Source: an optimization exercise on an open RTL-to-GDS flow (aim: small area, a short achievable clock period and few clock cycles per item). Production flows keep margins and buffers that such runs may drop.
In this exercise RTL edits were held to simulation tests only and were not proved equivalent to the original.
Power is estimated from default activity; no workload was simulated.

Design cordic_multiply, start of the top module:
module cordic_multiply #(
    parameter WL = 16,
    parameter FL = 14,
    parameter N_ITER = 15
)(
    input  wire                 clk,
    input  wire                 rst_n,
    input  wire                 start,
    input  wire signed [WL-1:0] in1,
    input  wire signed [WL-1:0] in2,
    output wire signed [WL-1:0] out,
    output reg                  done
);
For scale: about 36 flip-flops, about 52 I/O pins, about 4600 um^2 of cells after synthesis.
export LEC_CHECK = 0
export CAP_MARGIN = 20
export CORE_MARGIN = 2
export CORE_UTILIZATION = 40
export CTS_BUF_LIST = sky130_fd_sc_hd__clkbuf_4
export SETUP_SLACK_MARGIN = 3.5
export SLEW_MARGIN = 20
export SYNTH_HIERARCHICAL = 1
export SYNTH_MINIMUM_KEEP_SIZE = 0
create_clock -name core_clock -period 7.0 [get_ports {clk}]
standard.sh (not shown) runs the stock make flow with config.mk's settings and CLKGATE_MAP_FILE= SYNTH_SCRIPT=/design/flow/synth_recipe.tcl, a recipe that flattens the netlist after the stock synthesis.
==> flow/flow/run.sh <==
#!/bin/bash
# Layout flow: the standard flow (standard.sh, unchanged synthesis and
# steps), except that the port buffers are the platform's smallest buffer
# (buf_1) instead of the default pick; repair_design still resizes them where
# a load needs it.  The full output goes to standard.log in this folder.
set -euo pipefail
export BUFFER_PORTS_ARGS="-buffer_cell sky130_fd_sc_hd__buf_1"
bash standard.sh > standard.log 2>&1
Testbench counts at the start, summed over its fixed seeds: cycles 1,608, items 1,600.
Next try:
SETUP_SLACK_MARGIN = 2.5   (was 3.5)
- non-clock buffer count went down by 24
- wire length went down by 8.3%
- cell area went down by 14%
- worst hold slack gets worse by 0.0071 ns
- sequential share of layout area went up by 1.9 points
- synthesized cell count does not change
- synthesized area is unchanged
- total power went down by 25%
Next try:
CORE_UTILIZATION = 50   (was 40)
SETUP_SLACK_MARGIN = 2.9   (was 2.5)
Result: The new run finished clean; global-route usage rises by 5.8 points; count of clock-buffer cells in the layout stays the same; combinational power is higher by about 6%; cell count shrinks by 5.8%; core utilization is higher by 13 points; critical path depth is unchanged; power climbs by 3.0%; non-clock buffer count stays the same.
Next try:
ABC_CLOCK_PERIOD_IN_PS = 3000   (was not set)
CORE_UTILIZATION = 40   (was 50)
PLACE_DENSITY = 0.75   (was not set)
Effect:
- The changed run completed with no timing, DRC or antenna violations
- sequential power hardly moves
- global-route usage went down by 6.6 points
- synthesized cell count stays the same
- worst hold slack is worse by 0.0062 ns
- wire length went down by about 4%
- clock-buffer cell count stays the same
- total power went down by 3.4%
- cell area stays flat
- sequential share of layout area is about the same
- combinational power went down by about 4%

Setup of alpha:
cordic_multiply again, from the RTL that the note above started with.
==> flow/config.mk <==
export PLATFORM = sky130hd
export DESIGN_NAME = cordic_multiply
export DESIGN_NICKNAME = cordic_multiply
export VERILOG_FILES = /design/flow/design.v
export SDC_FILE = /design/flow/constraint.sdc
export NUM_CORES = 4
export LEC_CHECK = 0
export CAP_MARGIN = 20
export CORE_MARGIN = 2
export CORE_UTILIZATION = 40
export CTS_BUF_LIST = sky130_fd_sc_hd__clkbuf_4
export PLACE_DENSITY = 0.75
export SETUP_SLACK_MARGIN = 2.8
export SLEW_MARGIN = 20
export SYNTH_HIERARCHICAL = 1
export SYNTH_MINIMUM_KEEP_SIZE = 0
==> flow/constraint.sdc <==
create_clock -name core_clock -period 7.0 [get_ports {clk}]
set_input_delay 1.4000 -clock core_clock [delete_from_list [all_inputs] [get_ports {clk}]]
set_output_delay 1.4000 -clock core_clock [all_outputs]
set_load 0.01 [all_outputs]
Scripts as last shown in full above: flow/flow/run.sh
Testbench counts of alpha, summed over its fixed seeds: cycles 1,608, items 1,600.
For beta, these inputs were changed with respect to alpha:
- a change of SETUP_SLACK_MARGIN from 2.8 to 3.1
- a deleted PLACE_DENSITY that had been 0.75
==> comparison <==
- What beta reported for clock power has to be multiplied by 1.4 to get the figure for alpha.
- Per the comparison of beta with alpha, final instance area has increased; wire length of the first global-routing pass saw an increase; maximum frequency now sits higher.
- Compare beta and alpha | clock network fraction of design power lower: beta
- The final reports for beta and alpha show combinational power higher in the former.
- Between beta and alpha, the worst-case clock buffer depth does not differ in any meaningful way.
- On beta: multi-input logic portion of the cell area is 0.79 points lower than what alpha gave.
- Min non-clock buffer instance count of the final layout across beta and alpha: alpha
- In the metrics for beta and alpha, the one carrying the lower total power is alpha.
Relative to beta, the following input files were edited for gamma:
- putting PLACE_DENSITY at 0.85 where nothing was set
- swapping 3.1 for 2.9 in SETUP_SLACK_MARGIN
## What came out
Instance count on the critical path came out lower on gamma than on beta.
The fraction of the core area covered by cells at the end of the flow in gamma was lower than what beta gave.
Capturing element of the worst setup path: out[9] -> gamma, out[13] -> beta
First element of the critical path = ya_r[4]: beta; first element of the critical path = ya_r[6]: gamma
The higher worst setup slack of beta and gamma is in beta.
Inputs modified between gamma and delta:
- PLACE_DENSITY: 0.85 -> unset
- SETUP_SLACK_MARGIN: 2.9 -> 2.85
Findings:
Area growth from synthesis to layout: delta vs gamma down 1.4 points
[compare] base=gamma new=delta: total length of routed wires went up 130 um, number of I/O pins held, register cell area after layout held, utilization went down 0.57 points.
The flow did not stop early for delta: all stages ran, and the layout cleared the timing, design-rule and antenna checks.
gamma: PASS, flow complete, no timing, DRC or antenna violations
Setup slack: delta less than gamma
Routing usage on met3 in delta is 0.60 points higher than in gamma
reg2out as the kind of critical path was reported by gamma, and in2reg by delta.
Compared with gamma, delta is the less power-hungry design.
#### Input delta (epsilon over delta)
- swapping 2.85 for 2.9 in SETUP_SLACK_MARGIN
- putting PLACE_DENSITY at 0.7 where nothing was set
Results
Looking at met1 track demand over resource in global routing, epsilon sits 2.8 points lower than delta does. epsilon: relative contribution of combinational cells to total power is 0.6 points higher than what delta reported. Parity-gate share of the synthesized area counting xor and xnor cells: delta vs epsilon identical.

-- re-timing with driven ports --
How much do the figures lean on ideal ports? The routed layouts below were timed once more, with nothing changed but the port constraints. Step 1 assumes that a clkbuf_16 drives the clock port and a buf_2 every other input. Step 2 adds t to the input delays and takes it off the output delays; t is the mean of the earliest and latest rising clock arrival at the registers after step 1. Input paths then give back, and output paths get back, about the clock's delay inside the block. Three values: ideal ports, drivers, drivers and shift; two values: the first two.
run | t (ns) | slack for setup (ns) | worst setup path at the end | latest minus earliest clock arrival (ns) | worst register clock-pin slew, ns
the first run of note 1 | 0.344 | 3.075 / 3.051 / 2.833 | input to register | 0.016 / 0.016 | 0.10 / 0.10
the second run of note 1 | 0.355 | 2.602 / 2.603 / 2.248 | input to register | 0.009 / 0.008 | 0.10 / 0.10
the third run of note 1 | 0.347 | 2.978 / 2.981 / 2.634 | input to register | 0.009 / 0.008 | 0.10 / 0.10
the fourth run of note 1 | 0.338 | 2.968 / 2.966 / 2.628 | input to register | 0.012 / 0.012 | 0.10 / 0.10
alpha | 0.341 | 2.826 / 2.826 / 2.485 | input to register | 0.007 / 0.007 | 0.10 / 0.10
beta | 0.350 | 3.073 / 3.047 / 2.784 | input to register | 0.012 / 0.012 | 0.11 / 0.11
gamma | 0.352 | 2.976 / 2.954 / 2.610 | input to register | 0.017 / 0.017 | 0.11 / 0.11
delta | 0.344 | 2.924 / 2.924 / 2.580 | input to register | 0.016 / 0.016 | 0.11 / 0.11
epsilon | 0.357 | 2.954 / 2.956 / 2.599 | input to register | 0.010 / 0.010 | 0.10 / 0.10
After both steps setup and hold are still met in every run listed. For gamma, which loses most, drivers alone change the setup slack by -0.022 ns; drivers and shift together by -0.366 ns.
